Context: an optimization exercise on an open-source flow, tuned for small area and a short achievable clock period. The choices shown serve that exercise and are no tape-out recipe. Only simulation tests tie the RTL to the original design; equivalence was not proved.

## flow/design.v (module list and top-level ports; edited modules follow where they fit)
// module Integrator: 951 lines
// module Integrator_fa: 6 lines
// module Integrator_ha: 6 lines
// module Integrator_xor: 5 lines
// module Integrator_maj: 5 lines
// module Integrator_mux: 5 lines
// module Integrator_aoi: 5 lines
// module Integrator_inv: 5 lines
// module Integrator_nand: 5 lines
// module Integrator_nor: 5 lines
// module Integrator_oai: 5 lines
// module Integrator_xnor: 5 lines
module Integrator
          (clk,
           reset,
           In,
           Out);
  // ...
==> flow/flow/run.sh <==
#!/bin/bash
# Layout flow: the standard synthesis and ORFS layout (standard.sh) with two
# changes to how the layout is made:
#  - the input and output ports get plain buffer cells (buffer_ports
#    -buffer_cell) instead of the delay cells buffer_ports picks by itself;
#  - clock tree synthesis adds no dummy loads (-dont_use_dummy_load); the
#    other CTS arguments are the ones ORFS builds from config.mk.
# Each step's full output goes to a log file here (ORFS keeps its own per-step
# logs under orfs/logs).
set -euo pipefail
export BUFFER_PORTS_ARGS="-buffer_cell sky130_fd_sc_hd__buf_2"
export CTS_ARGS="-sink_clustering_enable -repair_clock_nets -sink_clustering_size 30 -sink_clustering_max_diameter 100 -buf_list {sky130_fd_sc_hd__clkbuf_4 sky130_fd_sc_hd__clkbuf_8} -dont_use_dummy_load"
bash standard.sh synth > run_synth.log 2>&1
bash standard.sh > run_layout.log 2>&1
==> flow/standard.sh <==
#!/bin/bash
# synth_recipe.tcl (not shown) runs the flow's synth.tcl, then flattens the netlist and writes it again
# the make line also repeats each setting of config.mk as NAME=value (left out here)
make -C /OpenROAD-flow-scripts/flow DESIGN_CONFIG=/design/flow/config.mk WORK_HOME=/design/flow/orfs CLKGATE_MAP_FILE= SYNTH_SCRIPT=/design/flow/synth_recipe.tcl "${@:-finish}"
==> flow/config.mk <==
export PLATFORM = sky130hd
export DESIGN_NAME = Integrator
export DESIGN_NICKNAME = Integrator
export VERILOG_FILES = /design/flow/design.v
export SDC_FILE = /design/flow/constraint.sdc
export NUM_CORES = 4
export LEC_CHECK = 0
export CAP_MARGIN = 20
export CORE_MARGIN = 2
export CORE_UTILIZATION = 40
export CTS_BUF_LIST = sky130_fd_sc_hd__clkbuf_4 sky130_fd_sc_hd__clkbuf_8
export CTS_CLUSTER_DIAMETER = 100
export CTS_CLUSTER_SIZE = 30
export SETUP_SLACK_MARGIN = 4
export SLEW_MARGIN = 20
export SYNTH_HIERARCHICAL = 1
export SYNTH_MINIMUM_KEEP_SIZE = 0
==> flow/constraint.sdc <==
create_clock -name core_clock -period 14.0 [get_ports {clk}]
set_input_delay 2.8000 -clock core_clock [delete_from_list [all_inputs] [get_ports {clk}]]
set_output_delay 2.8000 -clock core_clock [all_outputs]
set_load 0.01 [all_outputs]
==> flow_summary_export.csv, run 1 <==
group,metric,value,unit
outcome,status,"finished clean",
sta,final-setup-viol-count,0,
detailed_routing,routed_via_density,4.73,
die,fp.dieH,137,um
sta,tightest_slew,813,ps
synthesis,synth_compound_area_share,5.73,%
setup_path,crit_start,"x1[3]",
setup_path,crit_path_start_kind,"flop",
global_route,grt_max_degree,55,
cts,htree_levels,3,
cells_and_area,register_area,2150,um2
detailed_routing,ant_nets,0,
sta,skew,33.4,ps
placement,place_area,7380,um2
die,fp.dieW,137,um
setup_path,reg2reg_depth,17,
cts,cts_buffer_depth,2,
cells_and_area,multiInputGateArea,4490,um2
setup_path,critPathBufInv,2,
cells_and_area,mostFrequentLayoutCells,"fa_1, dfrtp_1, nor2_1, inv_1, nand2_1",
global_route,gr-usage-met1,22.2,%
sta,maxSlewViolCount,0,
cts,cts_sinks,86,
detailed_routing,dr.max_layer_used,"met4",
sta,fin_ws,4600,ps
global_route,met3_usage,3.67,%
setup_path,cp-end-kind,"output port",
cells_and_area,fin_util,43.5,%
min_path,worst_hold_path.endpoint,"y2[2]",
global_route,use_met2,29.1,%
==> inputs of run 2 (changes only) <==
--- a/flow/design.v
+++ b/flow/design.v
@@ -4,306 +4,245 @@
            reset,
            In,
            Out);
   input   clk;
   input   reset;
   input   signed [21:0] In;
   output  signed [21:0] Out;
   reg  [20:0] x1;    
-  reg  [20:0] x2;    
+  reg  [20:0] v;     
+  reg         vc;    
   reg  [21:0] y1;    
   reg  [21:0] y2;    
   wire [20:0] x = In[20:0];
   wire ts0, tc0;
-  Integrator_fa u_fa0 (.a(1'b1), .b(x1[0]), .c(~x2[1]), .s(ts0), .co(tc0));
+  Integrator_fa u_fa0 (.a(1'b1), .b(~v[1]), .c(~v[5]), .s(ts0), .co(tc0));
   wire ts1, tc1;
-  Integrator_fa u_fa1 (.a(x1[1]), .b(~x2[2]), .c(tc0), .s(ts1), .co(tc1));
+  Integrator_fa u_fa1 (.a(~v[2]), .b(~v[6]), .c(tc0), .s(ts1), .co(tc1));
   wire ts2, tc2;
-  Integrator_fa u_fa2 (.a(x1[2]), .b(~x2[3]), .c(tc1), .s(ts2), .co(tc2));
+  Integrator_fa u_fa2 (.a(~v[0]), .b(~v[3]), .c(~v[7]), .s(ts2), .co(tc2));
   wire ts3, tc3;
-  Integrator_fa u_fa3 (.a(x1[3]), .b(~x2[0]), .c(~x2[4]), .s(ts3), .co(tc3));
+  Integrator_fa u_fa3 (.a(1'b1), .b(~v[1]), .c(~v[4]), .s(ts3), .co(tc3));
   wire ts4, tc4;
-  Integrator_fa u_fa4 (.a(ts3), .b(tc2), .c(~x[0]), .s(ts4), .co(tc4));
+  Integrator_fa u_fa4 (.a(~v[8]), .b(tc2), .c(ts3), .s(ts4), .co(tc4));
   wire ts5, tc5;
-  Integrator_fa u_fa5 (.a(1'b1), .b(x1[0]), .c(x1[4]), .s(ts5), .co(tc5));
+  Integrator_fa u_fa5 (.a(v[0]), .b(~v[2]), .c(~v[5]), .s(ts5), .co(tc5));
   wire ts6, tc6;
-  Integrator_fa u_fa6 (.a(~x2[1]), .b(~x2[5]), .c(tc3), .s(ts6), .co(tc6));
+  Integrator_fa u_fa6 (.a(~v[9]), .b(tc3), .c(ts5), .s(ts6), .co(tc6));
   wire ts7, tc7;
-  Integrator_fa u_fa7 (.a(ts5), .b(ts6), .c(~x[1]), .s(ts7), .co(tc7));
+  Integrator_fa u_fa7 (.a(v[1]), .b(~v[10]), .c(~v[3]), .s(ts7), .co(tc7));
   wire ts8, tc8;
-  Integrator_ha u_ha8 (.a(~x[5]), .b(tc4), .s(ts8), .co(tc8));
+  Integrator_fa u_fa8 (.a(~v[6]), .b(tc5), .c(ts7), .s(ts8), .co(tc8));
   wire ts9, tc9;
-  Integrator_fa u_fa9 (.a(x1[1]), .b(x1[5]), .c(~x2[2]), .s(ts9), .co(tc9));
+  Integrator_fa u_fa9 (.a(v[2]), .b(vc), .c(x1[0]), .s(ts9), .co(tc9));
   wire ts10, tc10;
-  Integrator_fa u_fa10 (.a(~x2[6]), .b(tc5), .c(ts9), .s(ts10), .co(tc10));
+  Integrator_fa u_fa10 (.a(~v[11]), .b(~v[4]), .c(~v[7]), .s(ts10), .co(tc10));
   wire ts11, tc11;
-  Integrator_fa u_fa11 (.a(tc6), .b(ts10), .c(~x[2]), .s(ts11), .co(tc11));
+  Integrator_fa u_fa11 (.a(tc7), .b(ts10), .c(ts9), .s(ts11), .co(tc11));
   wire ts12, tc12;
-  Integrator_fa u_fa12 (.a(~x[6]), .b(tc7), .c(ts11), .s(ts12), .co(tc12));
+  Integrator_fa u_fa12 (.a(v[3]), .b(vc), .c(x1[1]), .s(ts12), .co(tc12));
   wire ts13, tc13;
-  Integrator_fa u_fa13 (.a(x1[2]), .b(x1[6]), .c(~x2[0]), .s(ts13), .co(tc13));
+  Integrator_fa u_fa13 (.a(~v[12]), .b(~v[5]), .c(~v[8]), .s(ts13), .co(tc13));
   wire ts14, tc14;
-  Integrator_fa u_fa14 (.a(~x2[3]), .b(~x2[7]), .c(tc9), .s(ts14), .co(tc14));
+  Integrator_fa u_fa14 (.a(tc10), .b(tc9), .c(ts12), .s(ts14), .co(tc14));
   wire ts15, tc15;
-  Integrator_fa u_fa15 (.a(ts13), .b(tc10), .c(ts14), .s(ts15), .co(tc15));
+  Integrator_fa u_fa15 (.a(ts13), .b(tc11), .c(ts14), .s(ts15), .co(tc15));
   wire ts16, tc16;
-  Integrator_fa u_fa16 (.a(ts15), .b(~x[0]), .c(~x[3]), .s(ts16), .co(tc16));
+  Integrator_fa u_fa16 (.a(v[4]), .b(vc), .c(x1[2]), .s(ts16), .co(tc16));
   wire ts17, tc17;
-  Integrator_fa u_fa17 (.a(~x[7]), .b(tc11), .c(ts16), .s(ts17), .co(tc17));
+  Integrator_fa u_fa17 (.a(~v[13]), .b(~v[6]), .c(~v[9]), .s(ts17), .co(tc17));
   wire ts18, tc18;
-  Integrator_fa u_fa18 (.a(1'b1), .b(x1[0]), .c(x1[3]), .s(ts18), .co(tc18));
+  Integrator_fa u_fa18 (.a(tc12), .b(tc13), .c(ts16), .s(ts18), .co(tc18));
   wire ts19, tc19;
-  Integrator_fa u_fa19 (.a(x1[7]), .b(~x2[1]), .c(~x2[4]), .s(ts19), .co(tc19));
+  Integrator_fa u_fa19 (.a(ts17), .b(tc14), .c(ts18), .s(ts19), .co(tc19));
   wire ts20, tc20;
-  Integrator_fa u_fa20 (.a(~x2[8]), .b(tc13), .c(ts18), .s(ts20), .co(tc20));
+  Integrator_fa u_fa20 (.a(v[5]), .b(vc), .c(x1[3]), .s(ts20), .co(tc20));
   wire ts21, tc21;
-  Integrator_fa u_fa21 (.a(ts19), .b(tc14), .c(ts20), .s(ts21), .co(tc21));
+  Integrator_fa u_fa21 (.a(~v[10]), .b(~v[14]), .c(~v[7]), .s(ts21), .co(tc21));
   wire ts22, tc22;
-  Integrator_fa u_fa22 (.a(tc15), .b(ts21), .c(~x[1]), .s(ts22), .co(tc22));
+  Integrator_fa u_fa22 (.a(tc16), .b(tc17), .c(ts20), .s(ts22), .co(tc22));
   wire ts23, tc23;
-  Integrator_fa u_fa23 (.a(~x[4]), .b(~x[8]), .c(tc16), .s(ts23), .co(tc23));
+  Integrator_fa u_fa23 (.a(ts21), .b(tc18), .c(ts22), .s(ts23), .co(tc23));
   wire ts24, tc24;
-  Integrator_ha u_ha24 (.a(ts22), .b(tc17), .s(ts24), .co(tc24));
+  Integrator_fa u_fa24 (.a(v[6]), .b(x1[4]), .c(~v[11]), .s(ts24), .co(tc24));
   wire ts25, tc25;
-  Integrator_fa u_fa25 (.a(x1[1]), .b(x1[4]), .c(x1[8]), .s(ts25), .co(tc25));
+  Integrator_fa u_fa25 (.a(~v[15]), .b(~v[8]), .c(tc20), .s(ts25), .co(tc25));
   wire ts26, tc26;
-  Integrator_fa u_fa26 (.a(x2[0]), .b(~x2[2]), .c(~x2[5]), .s(ts26), .co(tc26));
+  Integrator_fa u_fa26 (.a(tc21), .b(ts24), .c(tc22), .s(ts26), .co(tc26));
   wire ts27, tc27;
-  Integrator_fa u_fa27 (.a(~x2[9]), .b(tc18), .c(tc19), .s(ts27), .co(tc27));
+  Integrator_fa u_fa27 (.a(ts25), .b(tc23), .c(ts26), .s(ts27), .co(tc27));
   wire ts28, tc28;
-  Integrator_fa u_fa28 (.a(ts25), .b(ts26), .c(tc20), .s(ts28), .co(tc28));
+  Integrator_fa u_fa28 (.a(v[7]), .b(vc), .c(x1[5]), .s(ts28), .co(tc28));
   wire ts29, tc29;
-  Integrator_fa u_fa29 (.a(ts27), .b(tc21), .c(ts28), .s(ts29), .co(tc29));
+  Integrator_fa u_fa29 (.a(~v[12]), .b(~v[16]), .c(~v[9]), .s(ts29), .co(tc29));
   wire ts30, tc30;
-  Integrator_fa u_fa30 (.a(ts29), .b(x[0]), .c(~x[2]), .s(ts30), .co(tc30));
+  Integrator_fa u_fa30 (.a(tc24), .b(ts28), .c(ts29), .s(ts30), .co(tc30));
   wire ts31, tc31;
-  Integrator_fa u_fa31 (.a(~x[5]), .b(~x[9]), .c(tc22), .s(ts31), .co(tc31));
+  Integrator_fa u_fa31 (.a(tc25), .b(ts30), .c(tc26), .s(ts31), .co(tc31));
   wire ts32, tc32;
-  Integrator_fa u_fa32 (.a(ts30), .b(tc23), .c(ts31), .s(ts32), .co(tc32));
+  Integrator_fa u_fa32 (.a(v[8]), .b(vc), .c(x1[6]), .s(ts32), .co(tc32));
   wire ts33, tc33;
-  Integrator_fa u_fa33 (.a(x1[0]), .b(x1[2]), .c(x1[5]), .s(ts33), .co(tc33));
+  Integrator_fa u_fa33 (.a(~v[10]), .b(~v[13]), .c(~v[17]), .s(ts33), .co(tc33));
   wire ts34, tc34;
-  Integrator_fa u_fa34 (.a(x1[9]), .b(x2[1]), .c(~x2[10]), .s(ts34), .co(tc34));
+  Integrator_fa u_fa34 (.a(tc28), .b(tc29), .c(ts32), .s(ts34), .co(tc34));
   wire ts35, tc35;
-  Integrator_fa u_fa35 (.a(~x2[3]), .b(~x2[6]), .c(tc25), .s(ts35), .co(tc35));
+  Integrator_fa u_fa35 (.a(ts33), .b(tc30), .c(ts34), .s(ts35), .co(tc35));
   wire ts36, tc36;
-  Integrator_fa u_fa36 (.a(tc26), .b(ts33), .c(ts34), .s(ts36), .co(tc36));
+  Integrator_fa u_fa36 (.a(v[9]), .b(x1[7]), .c(~v[11]), .s(ts36), .co(tc36));
   wire ts37, tc37;
-  Integrator_fa u_fa37 (.a(tc27), .b(ts35), .c(ts36), .s(ts37), .co(tc37));
+  Integrator_fa u_fa37 (.a(~v[14]), .b(~v[18]), .c(tc32), .s(ts37), .co(tc37));
   wire ts38, tc38;
-  Integrator_fa u_fa38 (.a(tc28), .b(ts37), .c(tc29), .s(ts38), .co(tc38));
+  Integrator_fa u_fa38 (.a(tc33), .b(ts36), .c(tc34), .s(ts38), .co(tc38));
   wire ts39, tc39;
-  Integrator_fa u_fa39 (.a(ts38), .b(x[1]), .c(~x[10]), .s(ts39), .co(tc39));
+  Integrator_fa u_fa39 (.a(ts37), .b(tc35), .c(ts38), .s(ts39), .co(tc39));
   wire ts40, tc40;
-  Integrator_fa u_fa40 (.a(~x[3]), .b(~x[6]), .c(tc30), .s(ts40), .co(tc40));
+  Integrator_fa u_fa40 (.a(v[10]), .b(vc), .c(x1[8]), .s(ts40), .co(tc40));
   wire ts41, tc41;
-  Integrator_fa u_fa41 (.a(ts39), .b(tc31), .c(ts40), .s(ts41), .co(tc41));
+  Integrator_fa u_fa41 (.a(~v[12]), .b(~v[15]), .c(~v[19]), .s(ts41), .co(tc41));
   wire ts42, tc42;
-  Integrator_fa u_fa42 (.a(x1[10]), .b(x1[1]), .c(x1[3]), .s(ts42), .co(tc42));
+  Integrator_fa u_fa42 (.a(tc36), .b(ts40), .c(ts41), .s(ts42), .co(tc42));
   wire ts43, tc43;
-  Integrator_fa u_fa43 (.a(x1[6]), .b(x2[2]), .c(~x2[11]), .s(ts43), .co(tc43));
+  Integrator_fa u_fa43 (.a(tc37), .b(ts42), .c(tc38), .s(ts43), .co(tc43));
   wire ts44, tc44;
-  Integrator_fa u_fa44 (.a(~x2[4]), .b(~x2[7]), .c(tc33), .s(ts44), .co(tc44));
+  Integrator_fa u_fa44 (.a(v[11]), .b(x1[9]), .c(~v[13]), .s(ts44), .co(tc44));
   wire ts45, tc45;
-  Integrator_fa u_fa45 (.a(tc34), .b(ts42), .c(ts43), .s(ts45), .co(tc45));
+  Integrator_fa u_fa45 (.a(~v[16]), .b(~v[20]), .c(tc40), .s(ts45), .co(tc45));
   wire ts46, tc46;
-  Integrator_fa u_fa46 (.a(tc35), .b(tc36), .c(ts44), .s(ts46), .co(tc46));
+  Integrator_fa u_fa46 (.a(tc41), .b(ts44), .c(tc42), .s(ts46), .co(tc46));
   wire ts47, tc47;
-  Integrator_fa u_fa47 (.a(ts45), .b(tc37), .c(ts46), .s(ts47), .co(tc47));
+  Integrator_fa u_fa47 (.a(ts45), .b(ts46), .c(tc43), .s(ts47), .co(tc47));
   wire ts48, tc48;
-  Integrator_fa u_fa48 (.a(ts47), .b(tc38), .c(x[2]), .s(ts48), .co(tc48));
+  Integrator_fa u_fa48 (.a(1'b1), .b(~v[1]), .c(~x[1]), .s(ts48), .co(tc48));
   wire ts49, tc49;
-  Integrator_fa u_fa49 (.a(~x[11]), .b(~x[4]), .c(~x[7]), .s(ts49), .co(tc49));
+  Integrator_ha u_ha49 (.a(~v[2]), .b(~x[2]), .s(ts49), .co(tc49));
   wire ts50, tc50;
-  Integrator_fa u_fa50 (.a(tc39), .b(ts48), .c(ts49), .s(ts50), .co(tc50));
+  Integrator_ha u_ha50 (.a(~v[3]), .b(~x[3]), .s(ts50), .co(tc50));
   wire ts51, tc51;
-  Integrator_ha u_ha51 (.a(tc40), .b(ts50), .s(ts51), .co(tc51));
+  Integrator_fa u_fa51 (.a(~v[0]), .b(~v[4]), .c(~x[0]), .s(ts51), .co(tc51));
   wire ts52, tc52;
-  Integrator_fa u_fa52 (.a(x1[11]), .b(x1[2]), .c(x1[4]), .s(ts52), .co(tc52));
+  Integrator_ha u_ha52 (.a(~x[4]), .b(tc50), .s(ts52), .co(tc52));
   wire ts53, tc53;
-  Integrator_fa u_fa53 (.a(x1[7]), .b(x2[3]), .c(~x2[12]), .s(ts53), .co(tc53));
+  Integrator_fa u_fa53 (.a(ts0), .b(~x[1]), .c(~x[5]), .s(ts53), .co(tc53));
   wire ts54, tc54;
-  Integrator_fa u_fa54 (.a(~x2[5]), .b(~x2[8]), .c(tc42), .s(ts54), .co(tc54));
+  Integrator_ha u_ha54 (.a(tc52), .b(tc51), .s(ts54), .co(tc54));
   wire ts55, tc55;
-  Integrator_fa u_fa55 (.a(tc43), .b(ts52), .c(ts53), .s(ts55), .co(tc55));
+  Integrator_fa u_fa55 (.a(ts1), .b(~x[2]), .c(~x[6]), .s(ts55), .co(tc55));
   wire ts56, tc56;
-  Integrator_fa u_fa56 (.a(tc44), .b(tc45), .c(ts54), .s(ts56), .co(tc56));
+  Integrator_ha u_ha56 (.a(tc53), .b(ts55), .s(ts56), .co(tc56));
   wire ts57, tc57;
-  Integrator_fa u_fa57 (.a(ts55), .b(tc46), .c(ts56), .s(ts57), .co(tc57));
+  Integrator_fa u_fa57 (.a(ts2), .b(tc1), .c(~x[0]), .s(ts57), .co(tc57));
   wire ts58, tc58;
-  Integrator_fa u_fa58 (.a(tc47), .b(ts57), .c(x[3]), .s(ts58), .co(tc58));
+  Integrator_fa u_fa58 (.a(~x[3]), .b(~x[7]), .c(tc55), .s(ts58), .co(tc58));
   wire ts59, tc59;
-  Integrator_fa u_fa59 (.a(~x[12]), .b(~x[5]), .c(~x[8]), .s(ts59), .co(tc59));
+  Integrator_ha u_ha59 (.a(ts57), .b(tc56), .s(ts59), .co(tc59));
   wire ts60, tc60;
-  Integrator_fa u_fa60 (.a(tc48), .b(tc49), .c(ts58), .s(ts60), .co(tc60));
+  Integrator_ha u_ha60 (.a(ts4), .b(~x[1]), .s(ts60), .co(tc60));
   wire ts61, tc61;
-  Integrator_fa u_fa61 (.a(ts59), .b(tc50), .c(ts60), .s(ts61), .co(tc61));
+  Integrator_fa u_fa61 (.a(~x[4]), .b(~x[8]), .c(ts60), .s(ts61), .co(tc61));
   wire ts62, tc62;
-  Integrator_fa u_fa62 (.a(x1[12]), .b(x1[3]), .c(x1[5]), .s(ts62), .co(tc62));
+  Integrator_fa u_fa62 (.a(tc57), .b(ts61), .c(tc58), .s(ts62), .co(tc62));
   wire ts63, tc63;
-  Integrator_fa u_fa63 (.a(x1[8]), .b(x2[4]), .c(~x2[13]), .s(ts63), .co(tc63));
+  Integrator_fa u_fa63 (.a(tc4), .b(ts6), .c(x[0]), .s(ts63), .co(tc63));
   wire ts64, tc64;
-  Integrator_fa u_fa64 (.a(~x2[6]), .b(~x2[9]), .c(tc52), .s(ts64), .co(tc64));
+  Integrator_fa u_fa64 (.a(~x[2]), .b(~x[5]), .c(~x[9]), .s(ts64), .co(tc64));
   wire ts65, tc65;
-  Integrator_fa u_fa65 (.a(tc53), .b(ts62), .c(ts63), .s(ts65), .co(tc65));
+  Integrator_fa u_fa65 (.a(tc60), .b(ts63), .c(ts64), .s(ts65), .co(tc65));
   wire ts66, tc66;
-  Integrator_fa u_fa66 (.a(tc54), .b(tc55), .c(ts64), .s(ts66), .co(tc66));
+  Integrator_ha u_ha66 (.a(tc61), .b(ts65), .s(ts66), .co(tc66));
   wire ts67, tc67;
-  Integrator_fa u_fa67 (.a(ts65), .b(tc56), .c(ts66), .s(ts67), .co(tc67));
+  Integrator_fa u_fa67 (.a(tc6), .b(ts8), .c(x[1]), .s(ts67), .co(tc67));
   wire ts68, tc68;
-  Integrator_fa u_fa68 (.a(tc57), .b(ts67), .c(x[4]), .s(ts68), .co(tc68));
+  Integrator_fa u_fa68 (.a(~x[10]), .b(~x[3]), .c(~x[6]), .s(ts68), .co(tc68));
   wire ts69, tc69;
-  Integrator_fa u_fa69 (.a(~x[13]), .b(~x[6]), .c(~x[9]), .s(ts69), .co(tc69));
+  Integrator_fa u_fa69 (.a(tc63), .b(tc64), .c(ts67), .s(ts69), .co(tc69));
   wire ts70, tc70;
-  Integrator_fa u_fa70 (.a(tc58), .b(tc59), .c(ts68), .s(ts70), .co(tc70));
+  Integrator_fa u_fa70 (.a(ts68), .b(tc65), .c(ts69), .s(ts70), .co(tc70));
   wire ts71, tc71;
-  Integrator_fa u_fa71 (.a(ts69), .b(tc60), .c(ts70), .s(ts71), .co(tc71));
+  Integrator_fa u_fa71 (.a(tc8), .b(ts11), .c(x[2]), .s(ts71), .co(tc71));
   wire ts72, tc72;
-  Integrator_fa u_fa72 (.a(x1[13]), .b(x1[4]), .c(x1[6]), .s(ts72), .co(tc72));
+  Integrator_fa u_fa72 (.a(~x[11]), .b(~x[4]), .c(~x[7]), .s(ts72), .co(tc72));
   wire ts73, tc73;
-  Integrator_fa u_fa73 (.a(x1[9]), .b(x2[5]), .c(~x2[10]), .s(ts73), .co(tc73));
+  Integrator_fa u_fa73 (.a(tc67), .b(tc68), .c(ts71), .s(ts73), .co(tc73));
   wire ts74, tc74;
-  Integrator_fa u_fa74 (.a(~x2[14]), .b(~x2[7]), .c(tc62), .s(ts74), .co(tc74));
+  Integrator_fa u_fa74 (.a(ts72), .b(tc69), .c(ts73), .s(ts74), .co(tc74));
   wire ts75, tc75;
-  Integrator_fa u_fa75 (.a(tc63), .b(ts72), .c(ts73), .s(ts75), .co(tc75));
+  Integrator_fa u_fa75 (.a(ts15), .b(x[3]), .c(~x[5]), .s(ts75), .co(tc75));
   wire ts76, tc76;
-  Integrator_fa u_fa76 (.a(tc64), .b(tc65), .c(ts74), .s(ts76), .co(tc76));
+  Integrator_fa u_fa76 (.a(~x[12]), .b(~x[8]), .c(tc71), .s(ts76), .co(tc76));
   wire ts77, tc77;
-  Integrator_fa u_fa77 (.a(ts75), .b(tc66), .c(ts76), .s(ts77), .co(tc77));
+  Integrator_ha u_ha77 (.a(tc72), .b(ts75), .s(ts77), .co(tc77));
   wire ts78, tc78;
-  Integrator_fa u_fa78 (.a(tc67), .b(ts77), .c(x[5]), .s(ts78), .co(tc78));
+  Integrator_fa u_fa78 (.a(ts77), .b(tc73), .c(ts76), .s(ts78), .co(tc78));
   wire ts79, tc79;
-  Integrator_fa u_fa79 (.a(~x[10]), .b(~x[14]), .c(~x[7]), .s(ts79), .co(tc79));
+  Integrator_fa u_fa79 (.a(tc15), .b(ts19), .c(x[4]), .s(ts79), .co(tc79));
   wire ts80, tc80;
-  Integrator_fa u_fa80 (.a(tc68), .b(tc69), .c(ts78), .s(ts80), .co(tc80));
+  Integrator_fa u_fa80 (.a(~x[13]), .b(~x[6]), .c(~x[9]), .s(ts80), .co(tc80));
   wire ts81, tc81;
-  Integrator_fa u_fa81 (.a(ts79), .b(tc70), .c(ts80), .s(ts81), .co(tc81));
+  Integrator_fa u_fa81 (.a(tc75), .b(ts79), .c(ts80), .s(ts81), .co(tc81));
   wire ts82, tc82;
-  Integrator_fa u_fa82 (.a(x1[10]), .b(x1[14]), .c(x1[5]), .s(ts82), .co(tc82));
+  Integrator_fa u_fa82 (.a(tc77), .b(tc76), .c(ts81), .s(ts82), .co(tc82));
   wire ts83, tc83;
-  Integrator_fa u_fa83 (.a(x1[7]), .b(x2[6]), .c(~x2[11]), .s(ts83), .co(tc83));
+  Integrator_fa u_fa83 (.a(tc19), .b(ts23), .c(x[5]), .s(ts83), .co(tc83));
   wire ts84, tc84;
-  Integrator_fa u_fa84 (.a(~x2[15]), .b(~x2[8]), .c(tc72), .s(ts84), .co(tc84));
+  Integrator_fa u_fa84 (.a(~x[10]), .b(~x[14]), .c(~x[7]), .s(ts84), .co(tc84));
   wire ts85, tc85;
-  Integrator_fa u_fa85 (.a(tc73), .b(ts82), .c(ts83), .s(ts85), .co(tc85));
+  Integrator_fa u_fa85 (.a(tc79), .b(tc80), .c(ts83), .s(ts85), .co(tc85));
   wire ts86, tc86;
-  Integrator_fa u_fa86 (.a(tc74), .b(tc75), .c(ts84), .s(ts86), .co(tc86));
+  Integrator_fa u_fa86 (.a(ts84), .b(tc81), .c(ts85), .s(ts86), .co(tc86));
   wire ts87, tc87;
-  Integrator_fa u_fa87 (.a(ts85), .b(tc76), .c(ts86), .s(ts87), .co(tc87));
+  Integrator_ha u_ha87 (.a(ts27), .b(x[6]), .s(ts87), .co(tc87));
   wire ts88, tc88;
-  Integrator_fa u_fa88 (.a(tc77), .b(ts87), .c(x[6]), .s(ts88), .co(tc88));
+  Integrator_fa u_fa88 (.a(~x[11]), .b(~x[15]), .c(~x[8]), .s(ts88), .co(tc88));
   wire ts89, tc89;
-  Integrator_fa u_fa89 (.a(~x[11]), .b(~x[15]), .c(~x[8]), .s(ts89), .co(tc89));
+  Integrator_fa u_fa89 (.a(ts87), .b(tc83), .c(tc84), .s(ts89), .co(tc89));
   wire ts90, tc90;
-  Integrator_fa u_fa90 (.a(tc78), .b(tc79), .c(ts88), .s(ts90), .co(tc90));
+  Integrator_fa u_fa90 (.a(ts88), .b(tc85), .c(ts89), .s(ts90), .co(tc90));
   wire ts91, tc91;
-  Integrator_fa u_fa91 (.a(ts89), .b(tc80), .c(ts90), .s(ts91), .co(tc91));
+  Integrator_fa u_fa91 (.a(tc27), .b(ts31), .c(x[7]), .s(ts91), .co(tc91));
   wire ts92, tc92;
-  Integrator_fa u_fa92 (.a(x1[11]), .b(x1[15]), .c(x1[6]), .s(ts92), .co(tc92));
+  Integrator_fa u_fa92 (.a(~x[12]), .b(~x[16]), .c(~x[9]), .s(ts92), .co(tc92));
   wire ts93, tc93;
-  Integrator_fa u_fa93 (.a(x1[8]), .b(x2[7]), .c(~x2[12]), .s(ts93), .co(tc93));
+  Integrator_fa u_fa93 (.a(tc87), .b(tc88), .c(ts91), .s(ts93), .co(tc93));
   wire ts94, tc94;
-  Integrator_fa u_fa94 (.a(~x2[16]), .b(~x2[9]), .c(tc82), .s(ts94), .co(tc94));
+  Integrator_fa u_fa94 (.a(ts92), .b(tc89), .c(ts93), .s(ts94), .co(tc94));
   wire ts95, tc95;
-  Integrator_fa u_fa95 (.a(tc83), .b(ts92), .c(ts93), .s(ts95), .co(tc95));
+  Integrator_fa u_fa95 (.a(ts35), .b(x[8]), .c(~x[10]), .s(ts95), .co(tc95));
   wire ts96, tc96;
-  Integrator_fa u_fa96 (.a(tc84), .b(tc85), .c(ts94), .s(ts96), .co(tc96));
+  Integrator_fa u_fa96 (.a(tc31), .b(~x[13]), .c(~x[17]), .s(ts96), .co(tc96));
   wire ts97, tc97;
-  Integrator_fa u_fa97 (.a(ts95), .b(tc86), .c(ts96), .s(ts97), .co(tc97));
+  Integrator_fa u_fa97 (.a(tc91), .b(tc92), .c(ts95), .s(ts97), .co(tc97));
   wire ts98, tc98;
-  Integrator_fa u_fa98 (.a(tc87), .b(ts97), .c(x[7]), .s(ts98), .co(tc98));
+  Integrator_fa u_fa98 (.a(ts96), .b(tc93), .c(ts97), .s(ts98), .co(tc98));
   wire ts99, tc99;
-  Integrator_fa u_fa99 (.a(~x[12]), .b(~x[16]), .c(~x[9]), .s(ts99), .co(tc99));
+  Integrator_fa u_fa99 (.a(ts39), .b(x[9]), .c(~x[11]), .s(ts99), .co(tc99));
   wire ts100, tc100;
-  Integrator_fa u_fa100 (.a(tc88), .b(tc89), .c(ts98), .s(ts100), .co(tc100));
+  Integrator_fa u_fa100 (.a(~x[14]), .b(~x[18]), .c(tc95), .s(ts100), .co(tc100));
   wire ts101, tc101;
-  Integrator_fa u_fa101 (.a(ts99), .b(tc90), .c(ts100), .s(ts101), .co(tc101));
+  Integrator_ha u_ha101 (.a(tc96), .b(ts99), .s(ts101), .co(tc101));
   wire ts102, tc102;
-  Integrator_fa u_fa102 (.a(x1[12]), .b(x1[16]), .c(x1[7]), .s(ts102), .co(tc102));
+  Integrator_fa u_fa102 (.a(ts101), .b(tc97), .c(ts100), .s(ts102), .co(tc102));
   wire ts103, tc103;
-  Integrator_fa u_fa103 (.a(x1[9]), .b(x2[8]), .c(~x2[10]), .s(ts103), .co(tc103));
+  Integrator_fa u_fa103 (.a(tc39), .b(ts43), .c(x[10]), .s(ts103), .co(tc103));
   wire ts104, tc104;
-  Integrator_fa u_fa104 (.a(~x2[13]), .b(~x2[17]), .c(tc92), .s(ts104), .co(tc104));
+  Integrator_fa u_fa104 (.a(~x[12]), .b(~x[15]), .c(~x[19]), .s(ts104), .co(tc104));
   wire ts105, tc105;
-  Integrator_fa u_fa105 (.a(tc93), .b(ts102), .c(ts103), .s(ts105), .co(tc105));
+  Integrator_fa u_fa105 (.a(tc99), .b(ts103), .c(ts104), .s(ts105), .co(tc105));
   wire ts106, tc106;
-  Integrator_fa u_fa106 (.a(tc94), .b(tc95), .c(ts104), .s(ts106), .co(tc106));
+  Integrator_fa u_fa106 (.a(tc101), .b(tc100), .c(ts105), .s(ts106), .co(tc106));
   wire ts107, tc107;
-  Integrator_fa u_fa107 (.a(ts105), .b(tc96), .c(ts106), .s(ts107), .co(tc107));
+  Integrator_fa u_fa107 (.a(x[11]), .b(~x[13]), .c(~x[16]), .s(ts107), .co(tc107));
   wire ts108, tc108;
-  Integrator_fa u_fa108 (.a(tc97), .b(ts107), .c(x[8]), .s(ts108), .co(tc108));
+  Integrator_fa u_fa108 (.a(~x[20]), .b(ts47), .c(tc103), .s(ts108), .co(tc108));
   wire ts109, tc109;
-  Integrator_fa u_fa109 (.a(~x[10]), .b(~x[13]), .c(~x[17]), .s(ts109), .co(tc109));
+  Integrator_ha u_ha109 (.a(tc104), .b(ts107), .s(ts109), .co(tc109));
   wire ts110, tc110;
-  Integrator_fa u_fa110 (.a(tc98), .b(tc99), .c(ts108), .s(ts110), .co(tc110));
-  wire ts111, tc111;
-  Integrator_fa u_fa111 (.a(ts109), .b(tc100), .c(ts110), .s(ts111), .co(tc111));
-  wire ts112, tc112;
-  Integrator_fa u_fa112 (.a(x1[10]), .b(x1[13]), .c(x1[17]), .s(ts112), .co(tc112));
-  wire ts113, tc113;
-  Integrator_fa u_fa113 (.a(x1[8]), .b(x2[9]), .c(~x2[11]), .s(ts113), .co(tc113));
-  wire ts114, tc114;
-  Integrator_fa u_fa114 (.a(~x2[14]), .b(~x2[18]), .c(tc102), .s(ts114), .co(tc114));
-  wire ts115, tc115;
-  Integrator_fa u_fa115 (.a(tc103), .b(ts112), .c(ts113), .s(ts115), .co(tc115));
-  wire ts116, tc116;
-  Integrator_fa u_fa116 (.a(tc104), .b(tc105), .c(ts114), .s(ts116), .co(tc116));
-  wire ts117, tc117;
-  Integrator_fa u_fa117 (.a(ts115), .b(tc106), .c(ts116), .s(ts117), .co(tc117));
-  wire ts118, tc118;
-  Integrator_fa u_fa118 (.a(tc107), .b(ts117), .c(x[9]), .s(ts118), .co(tc118));
-  wire ts119, tc119;
-  Integrator_fa u_fa119 (.a(~x[11]), .b(~x[14]), .c(~x[18]), .s(ts119), .co(tc119));
-  wire ts120, tc120;
-  Integrator_fa u_fa120 (.a(tc108), .b(tc109), .c(ts118), .s(ts120), .co(tc120));
-  wire ts121, tc121;
-  Integrator_fa u_fa121 (.a(ts119), .b(tc110), .c(ts120), .s(ts121), .co(tc121));
-  wire ts122, tc122;
-  Integrator_fa u_fa122 (.a(x1[11]), .b(x1[14]), .c(x1[18]), .s(ts122), .co(tc122));
-  wire ts123, tc123;
-  Integrator_fa u_fa123 (.a(x1[9]), .b(x2[10]), .c(~x2[12]), .s(ts123), .co(tc123));
-  wire ts124, tc124;
-  Integrator_fa u_fa124 (.a(~x2[15]), .b(~x2[19]), .c(tc112), .s(ts124), .co(tc124));
-  wire ts125, tc125;
-  Integrator_fa u_fa125 (.a(tc113), .b(ts122), .c(ts123), .s(ts125), .co(tc125));
-  wire ts126, tc126;
-  Integrator_fa u_fa126 (.a(tc114), .b(tc115), .c(ts124), .s(ts126), .co(tc126));
-  wire ts127, tc127;
-  Integrator_fa u_fa127 (.a(ts125), .b(tc116), .c(ts126), .s(ts127), .co(tc127));
-  wire ts128, tc128;
-  Integrator_fa u_fa128 (.a(tc117), .b(ts127), .c(x[10]), .s(ts128), .co(tc128));
-  wire ts129, tc129;
-  Integrator_fa u_fa129 (.a(~x[12]), .b(~x[15]), .c(~x[19]), .s(ts129), .co(tc129));
-  wire ts130, tc130;
-  Integrator_fa u_fa130 (.a(tc118), .b(tc119), .c(ts128), .s(ts130), .co(tc130));
-  wire ts131, tc131;
-  Integrator_fa u_fa131 (.a(ts129), .b(tc120), .c(ts130), .s(ts131), .co(tc131));
-  wire ts132, tc132;
-  Integrator_fa u_fa132 (.a(x1[10]), .b(x1[12]), .c(x1[15]), .s(ts132), .co(tc132));
-  wire ts133, tc133;
-  Integrator_fa u_fa133 (.a(x1[19]), .b(x2[11]), .c(~x2[13]), .s(ts133), .co(tc133));
-  wire ts134, tc134;
-  Integrator_fa u_fa134 (.a(~x2[16]), .b(~x2[20]), .c(tc122), .s(ts134), .co(tc134));
-  wire ts135, tc135;
-  Integrator_fa u_fa135 (.a(tc123), .b(ts132), .c(ts133), .s(ts135), .co(tc135));
-  wire ts136, tc136;
-  Integrator_fa u_fa136 (.a(tc124), .b(tc125), .c(ts134), .s(ts136), .co(tc136));
-  wire ts137, tc137;
-  Integrator_fa u_fa137 (.a(ts135), .b(tc126), .c(ts136), .s(ts137), .co(tc137));
-  wire ts138, tc138;
-  Integrator_fa u_fa138 (.a(tc127), .b(ts137), .c(x[11]), .s(ts138), .co(tc138));
-  wire ts139, tc139;
-  Integrator_fa u_fa139 (.a(~x[13]), .b(~x[16]), .c(~x[20]), .s(ts139), .co(tc139));
-  wire ts140, tc140;
-  Integrator_fa u_fa140 (.a(tc128), .b(tc129), .c(ts138), .s(ts140), .co(tc140));
-  wire ts141, tc141;
-  Integrator_fa u_fa141 (.a(ts139), .b(tc130), .c(ts140), .s(ts141), .co(tc141));
-  wire [20:0] ts = {tc131, tc121, tc111, tc101, tc91, tc81, tc71, tc61, tc51, tc41, tc32, tc24, ts23, tc12, tc8, ts7, ~x[4], ~x[3], ~x[2], ~x[1], ~x[0]};
-  wire [20:0] tc = {ts141, ts131, ts121, ts111, ts101, ts91, ts81, ts71, ts61, ts51, ts41, ts32, ts24, ts17, ts12, ts8, ts4, ts2, ts1, ts0, ~x2[0]};
+  Integrator_fa u_fa110 (.a(ts109), .b(tc105), .c(ts108), .s(ts110), .co(tc110));
+  wire [20:0] ts = {tc106, tc102, tc98, tc94, tc90, tc86, tc82, tc78, tc74, tc70, tc66, tc62, tc59, ts58, tc54, ts53, ts51, tc49, ts49, 1'b0, ~v[0]};
+  wire [20:0] tc = {ts110, ts106, ts102, ts98, ts94, ts90, ts86, ts82, ts78, ts74, ts70, ts66, ts62, ts59, ts56, ts54, ts52, ts50, tc48, ts48, ~x[0]};
   wire ra0_1, rb1_2;
   Integrator_fa u_ra0_1 (.a(y2[0]), .b(ts[0]), .c(tc[0]), .s(ra0_1), .co(rb1_2));
   wire ra1_3, rb2_4;
   Integrator_fa u_ra1_3 (.a(y2[1]), .b(ts[1]), .c(tc[1]), .s(ra1_3), .co(rb2_4));
   wire ra2_5, rb3_6;
   Integrator_fa u_ra2_5 (.a(y2[2]), .b(ts[2]), .c(tc[2]), .s(ra2_5), .co(rb3_6));
   wire ra3_7, rb4_8;
   Integrator_fa u_ra3_7 (.a(y2[3]), .b(ts[3]), .c(tc[3]), .s(ra3_7), .co(rb4_8));
@@ -806,149 +745,168 @@
   wire g_274;
   Integrator_oai u_g_274 (.a(kt17_235), .b(kg16_254), .c(kg17_255), .y(g_274));
   wire t_275;
   Integrator_nor u_t_275 (.a(kt17_235), .b(kt16_234), .y(t_275));
   wire g_276;
   Integrator_oai u_g_276 (.a(kt19_237), .b(kg18_256), .c(kg19_257), .y(g_276));
   wire t_277;
   Integrator_nor u_t_277 (.a(kt19_237), .b(kt18_236), .y(t_277));
-  wire n_278;
-  Integrator_inv u_n_278 (.a(g_258), .y(n_278));
-  wire g_279;
-  Integrator_oai u_g_279 (.a(kt2_220), .b(n_278), .c(kg2_240), .y(g_279));
+  wire g_278;
+  Integrator_aoi u_g_278 (.a(t_261), .b(g_258), .c(g_260), .y(g_278));
+  wire t_279;
+  Integrator_nand u_t_279 (.a(t_261), .b(t_259), .y(t_279));
   wire g_280;
-  Integrator_aoi u_g_280 (.a(t_261), .b(g_258), .c(g_260), .y(g_280));
+  Integrator_aoi u_g_280 (.a(t_265), .b(g_262), .c(g_264), .y(g_280));
   wire t_281;
-  Integrator_nand u_t_281 (.a(t_261), .b(t_259), .y(t_281));
-  wire n_282;
-  Integrator_inv u_n_282 (.a(kt6_224), .y(n_282));
-  wire n_283;
-  Integrator_inv u_n_283 (.a(kg6_244), .y(n_283));
+  Integrator_nand u_t_281 (.a(t_265), .b(t_263), .y(t_281));
+  wire g_282;
+  Integrator_aoi u_g_282 (.a(t_269), .b(g_266), .c(g_268), .y(g_282));
+  wire t_283;
+  Integrator_nand u_t_283 (.a(t_269), .b(t_267), .y(t_283));
   wire g_284;
-  Integrator_aoi u_g_284 (.a(n_282), .b(g_262), .c(n_283), .y(g_284));
+  Integrator_aoi u_g_284 (.a(t_273), .b(g_270), .c(g_272), .y(g_284));
   wire t_285;
-  Integrator_nand u_t_285 (.a(n_282), .b(t_263), .y(t_285));
+  Integrator_nand u_t_285 (.a(t_273), .b(t_271), .y(t_285));
   wire g_286;
-  Integrator_aoi u_g_286 (.a(t_265), .b(g_262), .c(g_264), .y(g_286));
+  Integrator_aoi u_g_286 (.a(t_277), .b(g_274), .c(g_276), .y(g_286));
   wire t_287;
-  Integrator_nand u_t_287 (.a(t_265), .b(t_263), .y(t_287));
-  wire n_288;
-  Integrator_inv u_n_288 (.a(kt10_228), .y(n_288));
-  wire n_289;
-  Integrator_inv u_n_289 (.a(kg10_248), .y(n_289));
+  Integrator_nand u_t_287 (.a(t_277), .b(t_275), .y(t_287));
+  wire g_288;
+  Integrator_oai u_g_288 (.a(t_281), .b(g_278), .c(g_280), .y(g_288));
+  wire t_289;
+  Integrator_nor u_t_289 (.a(t_281), .b(t_279), .y(t_289));
   wire g_290;
-  Integrator_aoi u_g_290 (.a(n_288), .b(g_266), .c(n_289), .y(g_290));
+  Integrator_oai u_g_290 (.a(t_285), .b(g_282), .c(g_284), .y(g_290));
   wire t_291;
-  Integrator_nand u_t_291 (.a(n_288), .b(t_267), .y(t_291));
+  Integrator_nor u_t_291 (.a(t_285), .b(t_283), .y(t_291));
   wire g_292;
-  Integrator_aoi u_g_292 (.a(t_269), .b(g_266), .c(g_268), .y(g_292));
+  Integrator_aoi u_g_292 (.a(t_291), .b(g_288), .c(g_290), .y(g_292));
   wire t_293;
-  Integrator_nand u_t_293 (.a(t_269), .b(t_267), .y(t_293));
+  Integrator_nand u_t_293 (.a(t_291), .b(t_289), .y(t_293));
   wire n_294;
-  Integrator_inv u_n_294 (.a(kt14_232), .y(n_294));
+  Integrator_inv u_n_294 (.a(t_283), .y(n_294));
   wire n_295;
-  Integrator_inv u_n_295 (.a(kg14_252), .y(n_295));
+  Integrator_inv u_n_295 (.a(g_282), .y(n_295));
   wire g_296;
-  Integrator_aoi u_g_296 (.a(n_294), .b(g_270), .c(n_295), .y(g_296));
+  Integrator_aoi u_g_296 (.a(n_294), .b(g_288), .c(n_295), .y(g_296));
   wire t_297;
-  Integrator_nand u_t_297 (.a(n_294), .b(t_271), .y(t_297));
+  Integrator_nand u_t_297 (.a(n_294), .b(t_289), .y(t_297));
   wire g_298;
-  Integrator_aoi u_g_298 (.a(t_273), .b(g_270), .c(g_272), .y(g_298));
-  wire t_299;
-  Integrator_nand u_t_299 (.a(t_273), .b(t_271), .y(t_299));
-  wire n_300;
-  Integrator_inv u_n_300 (.a(kt18_236), .y(n_300));
+  Integrator_oai u_g_298 (.a(t_287), .b(g_292), .c(g_286), .y(g_298));
+  wire n_299;
+  Integrator_inv u_n_299 (.a(g_278), .y(n_299));
+  wire g_300;
+  Integrator_aoi u_g_300 (.a(t_263), .b(n_299), .c(g_262), .y(g_300));
   wire n_301;
-  Integrator_inv u_n_301 (.a(kg18_256), .y(n_301));
-  wire g_302;
-  Integrator_aoi u_g_302 (.a(n_300), .b(g_274), .c(n_301), .y(g_302));
-  wire t_303;
-  Integrator_nand u_t_303 (.a(n_300), .b(t_275), .y(t_303));
-  wire g_304;
-  Integrator_aoi u_g_304 (.a(t_277), .b(g_274), .c(g_276), .y(g_304));
-  wire t_305;
-  Integrator_nand u_t_305 (.a(t_277), .b(t_275), .y(t_305));
+  Integrator_inv u_n_301 (.a(t_279), .y(n_301));
+  wire t_302;
+  Integrator_nand u_t_302 (.a(t_263), .b(n_301), .y(t_302));
+  wire g_303;
+  Integrator_aoi u_g_303 (.a(t_267), .b(g_288), .c(g_266), .y(g_303));
+  wire t_304;
+  Integrator_nand u_t_304 (.a(t_267), .b(t_289), .y(t_304));
+  wire n_305;
+  Integrator_inv u_n_305 (.a(g_296), .y(n_305));
   wire g_306;
-  Integrator_oai u_g_306 (.a(kt4_222), .b(g_280), .c(kg4_242), .y(g_306));
+  Integrator_aoi u_g_306 (.a(t_271), .b(n_305), .c(g_270), .y(g_306));
   wire n_307;
-  Integrator_inv u_n_307 (.a(g_280), .y(n_307));
-  wire g_308;
-  Integrator_aoi u_g_308 (.a(t_263), .b(n_307), .c(g_262), .y(g_308));
-  wire g_309;
-  Integrator_oai u_g_309 (.a(t_285), .b(g_280), .c(g_284), .y(g_309));
+  Integrator_inv u_n_307 (.a(t_297), .y(n_307));
+  wire t_308;
+  Integrator_nand u_t_308 (.a(t_271), .b(n_307), .y(t_308));
+  wire n_309;
+  Integrator_inv u_n_309 (.a(g_292), .y(n_309));
   wire g_310;
-  Integrator_oai u_g_310 (.a(t_287), .b(g_280), .c(g_286), .y(g_310));
-  wire t_311;
-  Integrator_nor u_t_311 (.a(t_287), .b(t_281), .y(t_311));
-  wire g_312;
-  Integrator_oai u_g_312 (.a(kt12_230), .b(g_292), .c(kg12_250), .y(g_312));
-  wire t_313;
-  Integrator_nor u_t_313 (.a(kt12_230), .b(t_293), .y(t_313));
-  wire n_314;
-  Integrator_inv u_n_314 (.a(g_292), .y(n_314));
+  Integrator_aoi u_g_310 (.a(t_275), .b(n_309), .c(g_274), .y(g_310));
+  wire n_311;
+  Integrator_inv u_n_311 (.a(t_293), .y(n_311));
+  wire t_312;
+  Integrator_nand u_t_312 (.a(t_275), .b(n_311), .y(t_312));
+  wire n_313;
+  Integrator_inv u_n_313 (.a(g_258), .y(n_313));
+  wire g_314;
+  Integrator_oai u_g_314 (.a(kt2_220), .b(n_313), .c(kg2_240), .y(g_314));
   wire g_315;
-  Integrator_aoi u_g_315 (.a(t_271), .b(n_314), .c(g_270), .y(g_315));
-  wire n_316;
-  Integrator_inv u_n_316 (.a(t_293), .y(n_316));
-  wire t_317;
-  Integrator_nand u_t_317 (.a(t_271), .b(n_316), .y(t_317));
+  Integrator_oai u_g_315 (.a(kt4_222), .b(g_278), .c(kg4_242), .y(g_315));
+  wire g_316;
+  Integrator_oai u_g_316 (.a(kt6_224), .b(g_300), .c(kg6_244), .y(g_316));
+  wire n_317;
+  Integrator_inv u_n_317 (.a(g_288), .y(n_317));
   wire g_318;
-  Integrator_oai u_g_318 (.a(t_297), .b(g_292), .c(g_296), .y(g_318));
-  wire t_319;
-  Integrator_nor u_t_319 (.a(t_297), .b(t_293), .y(t_319));
+  Integrator_oai u_g_318 (.a(kt8_226), .b(n_317), .c(kg8_246), .y(g_318));
+  wire g_319;
+  Integrator_oai u_g_319 (.a(kt10_228), .b(g_303), .c(kg10_248), .y(g_319));
   wire g_320;
-  Integrator_oai u_g_320 (.a(t_299), .b(g_292), .c(g_298), .y(g_320));
-  wire t_321;
-  Integrator_nor u_t_321 (.a(t_299), .b(t_293), .y(t_321));
-  wire n_322;
-  Integrator_inv u_n_322 (.a(g_310), .y(n_322));
+  Integrator_oai u_g_320 (.a(kt12_230), .b(g_296), .c(kg12_250), .y(g_320));
+  wire g_321;
+  Integrator_oai u_g_321 (.a(kt14_232), .b(g_306), .c(kg14_252), .y(g_321));
+  wire g_322;
+  Integrator_oai u_g_322 (.a(kt16_234), .b(g_292), .c(kg16_254), .y(g_322));
   wire g_323;
-  Integrator_oai u_g_323 (.a(kt8_226), .b(n_322), .c(kg8_246), .y(g_323));
-  wire g_324;
-  Integrator_aoi u_g_324 (.a(t_267), .b(g_310), .c(g_266), .y(g_324));
-  wire g_325;
-  Integrator_oai u_g_325 (.a(t_291), .b(n_322), .c(g_290), .y(g_325));
-  wire g_326;
-  Integrator_aoi u_g_326 (.a(n_316), .b(g_310), .c(n_314), .y(g_326));
-  wire g_327;
-  Integrator_aoi u_g_327 (.a(t_313), .b(g_310), .c(g_312), .y(g_327));
-  wire g_328;
-  Integrator_oai u_g_328 (.a(t_317), .b(n_322), .c(g_315), .y(g_328));
-  wire g_329;
-  Integrator_aoi u_g_329 (.a(t_319), .b(g_310), .c(g_318), .y(g_329));
-  wire g_330;
-  Integrator_aoi u_g_330 (.a(t_321), .b(g_310), .c(g_320), .y(g_330));
-  wire t_331;
-  Integrator_nand u_t_331 (.a(t_321), .b(t_311), .y(t_331));
-  wire g_332;
-  Integrator_oai u_g_332 (.a(kt16_234), .b(g_330), .c(kg16_254), .y(g_332));
-  wire n_333;
-  Integrator_inv u_n_333 (.a(g_330), .y(n_333));
-  wire g_334;
-  Integrator_aoi u_g_334 (.a(t_275), .b(n_333), .c(g_274), .y(g_334));
-  wire g_335;
-  Integrator_oai u_g_335 (.a(t_303), .b(g_330), .c(g_302), .y(g_335));
-  wire g_336;
-  Integrator_oai u_g_336 (.a(t_305), .b(g_330), .c(g_304), .y(g_336));
-  wire flip = (ts[20] ^ tc[20]) | (g_336 ^ ts[20]);
-  wire pf_337;
-  Integrator_xor u_pf_337 (.a(mp21_103), .b(flip), .y(pf_337));
-  wire top_338;
-  Integrator_xnor u_top_338 (.a(pf_337), .b(g_196), .y(top_338));
-  wire [21:0] y = {top_338, sum20_217, sum19_216, sum18_215, sum17_214, sum16_213, sum15_212, sum14_211, sum13_210, sum12_209, sum11_208, sum10_207, sum9_206, sum8_205, sum7_204, sum6_203, sum5_202, sum4_201, sum3_200, sum2_199, sum1_198, ra0_1};
+  Integrator_oai u_g_323 (.a(kt18_236), .b(g_310), .c(kg18_256), .y(g_323));
+  wire flip = (ts[20] ^ tc[20]) | (g_298 ^ ts[20]);
+  wire pf_324;
+  Integrator_xor u_pf_324 (.a(mp21_103), .b(flip), .y(pf_324));
+  wire top_325;
+  Integrator_xnor u_top_325 (.a(pf_324), .b(g_196), .y(top_325));
+  wire [21:0] y = {top_325, sum20_217, sum19_216, sum18_215, sum17_214, sum16_213, sum15_212, sum14_211, sum13_210, sum12_209, sum11_208, sum10_207, sum9_206, sum8_205, sum7_204, sum6_203, sum5_202, sum4_201, sum3_200, sum2_199, sum1_198, ra0_1};
+  wire [20:0] v_next;
+  assign v_next[0] = x1[0];
+  wire vk1;
+  assign v_next[1] = x1[1] ^ x[0];
+  assign vk1 = x1[1] | ~x[0];
+  wire vk2;
+  Integrator_fa u_vl2 (.a(x1[2]), .b(~x[1]), .c(vk1), .s(v_next[2]), .co(vk2));
+  wire vk3;
+  Integrator_fa u_vl3 (.a(x1[3]), .b(~x[2]), .c(vk2), .s(v_next[3]), .co(vk3));
+  wire vk4;
+  Integrator_fa u_vl4 (.a(x1[4]), .b(~x[3]), .c(vk3), .s(v_next[4]), .co(vk4));
+  wire vk5;
+  Integrator_fa u_vl5 (.a(x1[5]), .b(~x[4]), .c(vk4), .s(v_next[5]), .co(vk5));
+  wire vk6;
+  Integrator_fa u_vl6 (.a(x1[6]), .b(~x[5]), .c(vk5), .s(v_next[6]), .co(vk6));
+  wire vk7;
+  Integrator_fa u_vl7 (.a(x1[7]), .b(~x[6]), .c(vk6), .s(v_next[7]), .co(vk7));
+  wire vk8;
+  Integrator_fa u_vl8 (.a(x1[8]), .b(~x[7]), .c(vk7), .s(v_next[8]), .co(vk8));
+  wire vk9;
+  Integrator_fa u_vl9 (.a(x1[9]), .b(~x[8]), .c(vk8), .s(v_next[9]), .co(vk9));
+  wire vk10;
+  Integrator_fa u_vl10 (.a(x1[10]), .b(~x[9]), .c(vk9), .s(v_next[10]), .co(vk10));
+  wire vc_next = vk10;
+  wire vh11;
+  Integrator_ha u_vh11 (.a(x1[11]), .b(~x[10]), .s(v_next[11]), .co(vh11));
+  wire vh12;
+  Integrator_fa u_vh12 (.a(x1[12]), .b(~x[11]), .c(vh11), .s(v_next[12]), .co(vh12));
+  wire vh13;
+  Integrator_fa u_vh13 (.a(x1[13]), .b(~x[12]), .c(vh12), .s(v_next[13]), .co(vh13));
+  wire vh14;
+  Integrator_fa u_vh14 (.a(x1[14]), .b(~x[13]), .c(vh13), .s(v_next[14]), .co(vh14));
+  wire vh15;
+  Integrator_fa u_vh15 (.a(x1[15]), .b(~x[14]), .c(vh14), .s(v_next[15]), .co(vh15));
+  wire vh16;
+  Integrator_fa u_vh16 (.a(x1[16]), .b(~x[15]), .c(vh15), .s(v_next[16]), .co(vh16));
+  wire vh17;
+  Integrator_fa u_vh17 (.a(x1[17]), .b(~x[16]), .c(vh16), .s(v_next[17]), .co(vh17));
+  wire vh18;
+  Integrator_fa u_vh18 (.a(x1[18]), .b(~x[17]), .c(vh17), .s(v_next[18]), .co(vh18));
+  wire vh19;
+  Integrator_fa u_vh19 (.a(x1[19]), .b(~x[18]), .c(vh18), .s(v_next[19]), .co(vh19));
+  assign v_next[20] = x1[20] ^ ~x[19] ^ vh19;
   always @(posedge clk or posedge reset) begin
     if (reset) begin
       x1 <= 21'd0;
-      x2 <= 21'd0;
+      v  <= 21'd0;
+      vc <= 1'b0;
       y1 <= 22'd0;
       y2 <= 22'd0;
     end else begin
       x1 <= x;
-      x2 <= x1;
+      v  <= v_next;
+      vc <= vc_next;
       y1 <= y;
       y2 <= y1;
     end
   end
   assign Out = y;
 endmodule   
 module Integrator_fa (a, b, c, s, co);
   input a, b, c;
--- a/flow/config.mk
+++ b/flow/config.mk
@@ -6,12 +6,12 @@
 export NUM_CORES = 4
 export LEC_CHECK = 0
 export CAP_MARGIN = 20
 export CORE_MARGIN = 2
 export CORE_UTILIZATION = 40
 export CTS_BUF_LIST = sky130_fd_sc_hd__clkbuf_4 sky130_fd_sc_hd__clkbuf_8
 export CTS_CLUSTER_DIAMETER = 100
 export CTS_CLUSTER_SIZE = 30
-export SETUP_SLACK_MARGIN = 4
+export SETUP_SLACK_MARGIN = 5
 export SLEW_MARGIN = 20
 export SYNTH_HIERARCHICAL = 1
 export SYNTH_MINIMUM_KEEP_SIZE = 0
==> run 2 against run 1 <==
Against the previous run: register-to-register slack better by 430 ps; die area down 3.8%; sequential cell count up 1; still clean; clock-buffer cell count unchanged.
==> flow_summary_export.csv, run 2 <==
group,metric,value,unit
outcome,status,"finished clean",
min_path,min_path_cells,0,
global_route,track_usage,16.7,%
synthesis,syn-cell-area,6750,um2
sta,layout_min_cycle_time,9150,ps
synthesis,synthArstFlopShare,100,%
synthesis,synth_top_area_share,40.6,%
detailed_routing,dr.first_iter.drc_count,141,
detailed_routing,drt_first_pass_iters,4,
global_route,grt_pass1_wl,22600,um
cts,cts_buffers,9,
setup_path,reg2reg_to,"y1[16]",
cells_and_area,largestRegisters,"y1 x22, y2 x22",
setup_path,reg2reg_depth,17,
die,pin_count,46,
synthesis,synth_top_cell_by_area,"fa_1",
cts,cts.clk_slew.worst_paths,70,ps
min_path,worst_hold_path.endpoint,"y2[16]",
die,start_util,40.9,%
sta,final-setup-viol-count,0,
sta,setup-tns-final,0,ps
synthesis,synth_seq_cells,87,
cells_and_area,nets,809,
detailed_routing,vias,3886,
cts,cts_hold_buffers,0,
die,fp.dieW,134,um
synthesis,syn_inst,550,
global_route,overflow,0,
sta,skew,20.4,ps
die,dieArea,17900,um2
global_route,antenna_found_initial,0,
sta,tightest_slew,655,ps
cts,htree_levels,3,
synthesis,synth-seq-area-share,32.2,%
die,rows,47,
die,core_area,16500,um2
synthesis,ys_types,14,
sta,hold_violations,0,
cts,worstSkewPairLatency,380,ps
cells_and_area,mostFrequentLayoutCells,"fa_1, dfrtp_1, inv_1, nand2_1, nor2_1",
global_route,grt_max_degree,54,
detailed_routing,routedWlPerCell,15.6,um
sta,relSlewSlack,56.3,%
min_path,min_path_type,"flop to flop",
synthesis,yosys_warnings,7,
detailed_routing,wl,13300,um
min_path,hold_path.startpoint,"y1[16]",
synthesis,synth_edf_count,0,
setup_path,crit_required,11200,ps
placement,dp_hpwl,10700,um
cts,cts_root_buffer,"clkbuf_8",
cts,cts_tree,"yes",
setup_path,reg2reg_slack,8280,ps
sta,maxSlewViolCount,0,
setup_path,cp_max_fo,4,
detailed_routing,ant_nets,0,
detailed_routing,routed_via_density,4.56,
synthesis,syn_area_per_cell,12.3,um2
sta,rsz0062_at_grt,"true",
placement,portBuffers,44,
setup_path,crit_type,"input port to output port",
cts,cts_sinks,87,
detailed_routing,drcViolationCount,0,
cells_and_area,fin_cells,852,
synthesis,synth.area.top_cells,"fa_1, dfrtp_1, xor2_1",
synthesis,ys.flop_type,"dfrtp_1",
cells_and_area,area_growth,16.0,%
synthesis,synth_most_common_cell,"fa_1",
sta,fmax,109,MHz
setup_path,worstPathArrival,6350,ps
placement,gp_congestion,0.888,
setup_path,r2r_start,"vc",
die,fp.dieH,134,um
sta,fin_crit_sh,65.4,%
setup_path,crit_path_start_kind,"input port",
cells_and_area,final_common_cell,"fa_1",
cells_and_area,diodes,0,
cts,cts_buffer_depth,2,
placement,place_inst,799,
setup_path,cp-end-kind,"output port",
global_route,grt_pass1_vias,4458,
synthesis,synthTopCellsByCount,"fa_1, dfrtp_1, inv_1",
flow_run,cap_violations,0,
cells_and_area,drive_gt1_share,28.3,%
-- run 2: kinds of logic (layout without fill, tap and decap cells) --
logic type,count (synthesis),count (layout),synth area share (%)
AOI/OAI and AO/OA,61,61,5.97
xor gates and xnor gates,45,45,5.84
adders and majority gates,151,151,43.2
buffers and inverters,86,162,6.00
DFF,87,87,32.2
other,2,8,0.111
and+or+nand+nor,118,118,6.62
-- run 2: final cells by class --
cell class / count / area [um2]
Clock buffer: 9 / 124
Fill cell: 1487 / 8690
Inverter: 64 / 278
Multi-Input combinational cell: 383 / 4370
Sequential cell: 87 / 2180
Tap cell: 220 / 275
Timing Repair Buffer: 89 / 607
-- run 2: worst max-delay path by stage --
stage,endpoint,cells after the start,startpoint,slack (ps)
2_1_floorplan,Out[18],14,In[13],5170
3_3_place_gp,Out[20],15,In[9],4670
3_5_place_dp,Out[21],15,In[6],4490
4_1_cts,Out[21],15,In[13],4810
5_1_grt,Out[18],16,In[6],4660
6_report,Out[21],16,In[9],4850
-- run 2: what timing repair did --
item,CTS,global route
pin swaps,28,27
setup buffers,24,20
hold endpoints to repair,0,0
setup endpoints to repair,13,13
gates resized for setup,42,32
-- run 2: critical path, stage by stage --
cell        delay, ps
buf_8              90
clkinvlp_4        120
buf_6             150
fa_2              360
fa_2              460
fa_2              570
fa_2              480
nor2_2            150
nor2_2             70
a21oi_2           190
o21ai_1            90
a21oi_2           210
inv_2             150
a21oi_4           170
xnor2_2           150
buf_2             170
-- run 2: per-module statistics from Yosys, one instance, submodules excluded --
module,copies in the design,cell area (um2),flip-flops and latches,cells inside
Integrator,1,2570,87,163
Integrator_xnor,8,8.76,0,1
Integrator_ha,13,12.5,0,1
Integrator_fa,137,20.0,0,1
Integrator_nor,62,3.75,0,1
Integrator_oai,35,5.00,0,1
Integrator_aoi,26,8.76,0,1
Integrator_nand,53,3.75,0,1
Integrator_inv,18,3.75,0,1
Integrator_xor,35,8.76,0,1
-- run 2: metrics by stage --
step                      utilization, %  setup slack, ps  area [um2]  hold WS (ps)
after floorplan                        -             5170        6770           331
after global placement              43.0             4670        7110           333
after detailed placement            43.0             4490        7110           336
after CTS                           45.8             4810        7570           356
after global routing                47.4             4660        7840           357
final                               47.4             4850        7840           354
-- run 2: metal layers --
layer	GRT usage (%)	up-vias	wire length (um)
met3	3.63	13	455
met4	4.14	0	170
met5	0	-	0
met1	21.6	2002	5640
li1	-	1811	-
met2	28.9	60	7040
==> inputs of run 3 (changes only) <==
--- a/flow/config.mk
+++ b/flow/config.mk
@@ -12,5 +12,5 @@
 export CTS_CLUSTER_DIAMETER = 100
 export CTS_CLUSTER_SIZE = 30
-export SETUP_SLACK_MARGIN = 5
+export SETUP_SLACK_MARGIN = 4.8
 export SLEW_MARGIN = 20
 export SYNTH_HIERARCHICAL = 1
==> run 3 against run 2 <==
Against the previous run: still clean on timing, DRC and antenna; utilization is 0.70 points lower; cell area is 1.5% lower; clock skew is 3.4 ps higher; register-to-register slack better by 120 ps; first-iteration DRC count is 1.4% lower; die area stayed put; critical path depth stayed put; wire length is 0.68% lower; sequential cell count stayed put; synthesized cell count stayed put; critical path type unchanged.
==> flow_summary_export.csv, run 3 <==
group,metric,value,unit
global_route,grt_pass1_wl,22200,um
die,start_util,40.9,%
placement,gp_congestion,0.888,
sta,final-setup-viol-count,0,
cts,cts_hold_buffers,0,
outcome,status,"finished clean",
die,fp.dieW,134,um
global_route,grt_max_degree,54,
sta,layout_min_cycle_time,9160,ps
min_path,worst_hold_path.endpoint,"y2[16]",
detailed_routing,ant_nets,0,
setup_path,reg2reg_to,"y1[16]",
synthesis,syn_area_per_cell,12.3,um2
min_path,min_path_type,"flop to flop",
synthesis,synth_edf_count,0,
min_path,min_path_cells,0,
cts,cts.clk_slew.worst_paths,70,ps
setup_path,reg2reg_slack,8400,ps
sta,fin_crit_sh,65.4,%
synthesis,synth-seq-area-share,32.2,%
cells_and_area,fillCellCount,1493,
synthesis,syn_inst,550,
detailed_routing,wl,13200,um
sta,relSlewSlack,56.2,%
cts,cts_buffers,9,
placement,portBuffers,44,
setup_path,max_stage_delay,530,ps
sta,hold_violations,0,
sta,fmax,109,MHz
global_route,overflow,0,
sta,rsz0062_at_grt,"true",
synthesis,synth_most_common_cell,"fa_1",
sta,finalHoldWorstSlack,352,ps
-- run 3: worst max-delay path by stage --
stage           start      end  slack [ps]
6_report        In[9]  Out[21]        4840
3_3_place_gp    In[9]  Out[20]        4670
4_1_cts        In[13]  Out[21]        4800
2_1_floorplan  In[13]  Out[18]        5170
5_1_grt        In[13]  Out[18]        4670
3_5_place_dp    In[6]  Out[21]        4490
-- run 3: cell families after synthesis --
family                     count (synthesis)  share of synthesized area [%]
adders and majority gates                151                           43.2
xor gates and xnor gates                  45                           5.84
DFF                                       87                           32.2
AOI/OAI and AO/OA                         61                           5.97
other                                      2                          0.111
and+or+nand+nor                          118                           6.62
buffers and inverters                     86                           6.00
-- run 3: stage by stage --
| stage | setup WS [ps] | util, % |
|---|---|---|
| 2_1_floorplan | 5170 | - |
| 3_3_place_gp | 4670 | 43.0 |
| 3_5_place_dp | 4490 | 43.0 |
| 4_1_cts | 4800 | 45.3 |
| 5_1_grt | 4670 | 46.7 |
| 6_report | 4840 | 46.7 |
-- run 3: repair_timing --
action | 4_1_cts | 5_1_grt
endpoints found under the setup margin | 9 | 11
endpoints found under the hold margin | 0 | 0
gates resized for setup | 28 | 42
setup buffers | 20 | 11
pin swaps | 20 | 16
gates cloned | 0 | 0
-- run 3: cell type report --
cell class | count | share of cell area [%]
multi-input cells | 383 | 56.7
flip-flops and latches | 87 | 28.2
repair buffers | 76 | 6.45
well taps | 220 | 3.57
inverters | 64 | 3.47
clock buffers | 9 | 1.60
-- run 3: routing by layer --
metal,vias to the layer above,wire (um)
met5,-,0
met4,0,180
met3,15,528
met2,83,6950
met1,1998,5550
li1,1782,-
-- run 3: Yosys stat by module (local to each module, per instance) --
| module | copies in the design | flops+latches | cells |
|---|---|---|---|
| Integrator_xnor | 8 | 0 | 1 |
| Integrator_xor | 35 | 0 | 1 |
| Integrator_ha | 13 | 0 | 1 |
| Integrator_nand | 53 | 0 | 1 |
| Integrator_oai | 35 | 0 | 1 |
| Integrator | 1 | 87 | 163 |
| Integrator_inv | 18 | 0 | 1 |
| Integrator_fa | 137 | 0 | 1 |
| Integrator_aoi | 26 | 0 | 1 |
| Integrator_nor | 62 | 0 | 1 |
-- run 3: worst max-delay path, delay by kind of cell --
| kind | cells | cell delay (ps) |
|---|---|---|
| xor gates and xnor gates | 1 | 150 |
| buffers and inverters | 5 | 690 |
| AOI/OAI and AO/OA | 5 | 750 |
| and+or+nand+nor | 1 | 170 |
| adders and majority gates | 4 | 1810 |

-- separate check: timing with driven ports --
No port has a modelled driver above. Below, the same layouts with a new extraction and two added sets of constraints. Step 1 (the two cells are an assumption about what drives the block):
set clk [get_ports {clk}]
set_driving_cell -lib_cell sky130_fd_sc_hd__clkbuf_16 $clk
set_driving_cell -lib_cell sky130_fd_sc_hd__buf_2 [delete_from_list [all_inputs] $clk]
Step 2, shift: input delay + t, output delay - t, t = (earliest + latest rising clock arrival at the registers) / 2. This alone moves slack from input paths to output paths. Three values: ideal ports, drivers, drivers and shift; two values: the first two.
run	t, ns	slack for setup (ns)	worst setup path after step 2	worst register clock-pin slew, ns	worst slew at a driven data input, ns
run 1	0.405	4.597 / 4.563 / 4.630	input to output	0.10 / 0.10	0.03
run 2	0.403	4.847 / 4.786 / 4.786	input to output	0.09 / 0.09	0.06
run 3	0.402	4.840 / 4.791 / 4.791	input to output	0.09 / 0.09	0.05
After both steps every run listed still meets setup and hold. The setup slack of run 2, which loses most, moves by -0.061 ns with the drivers and by -0.061 ns with both steps.
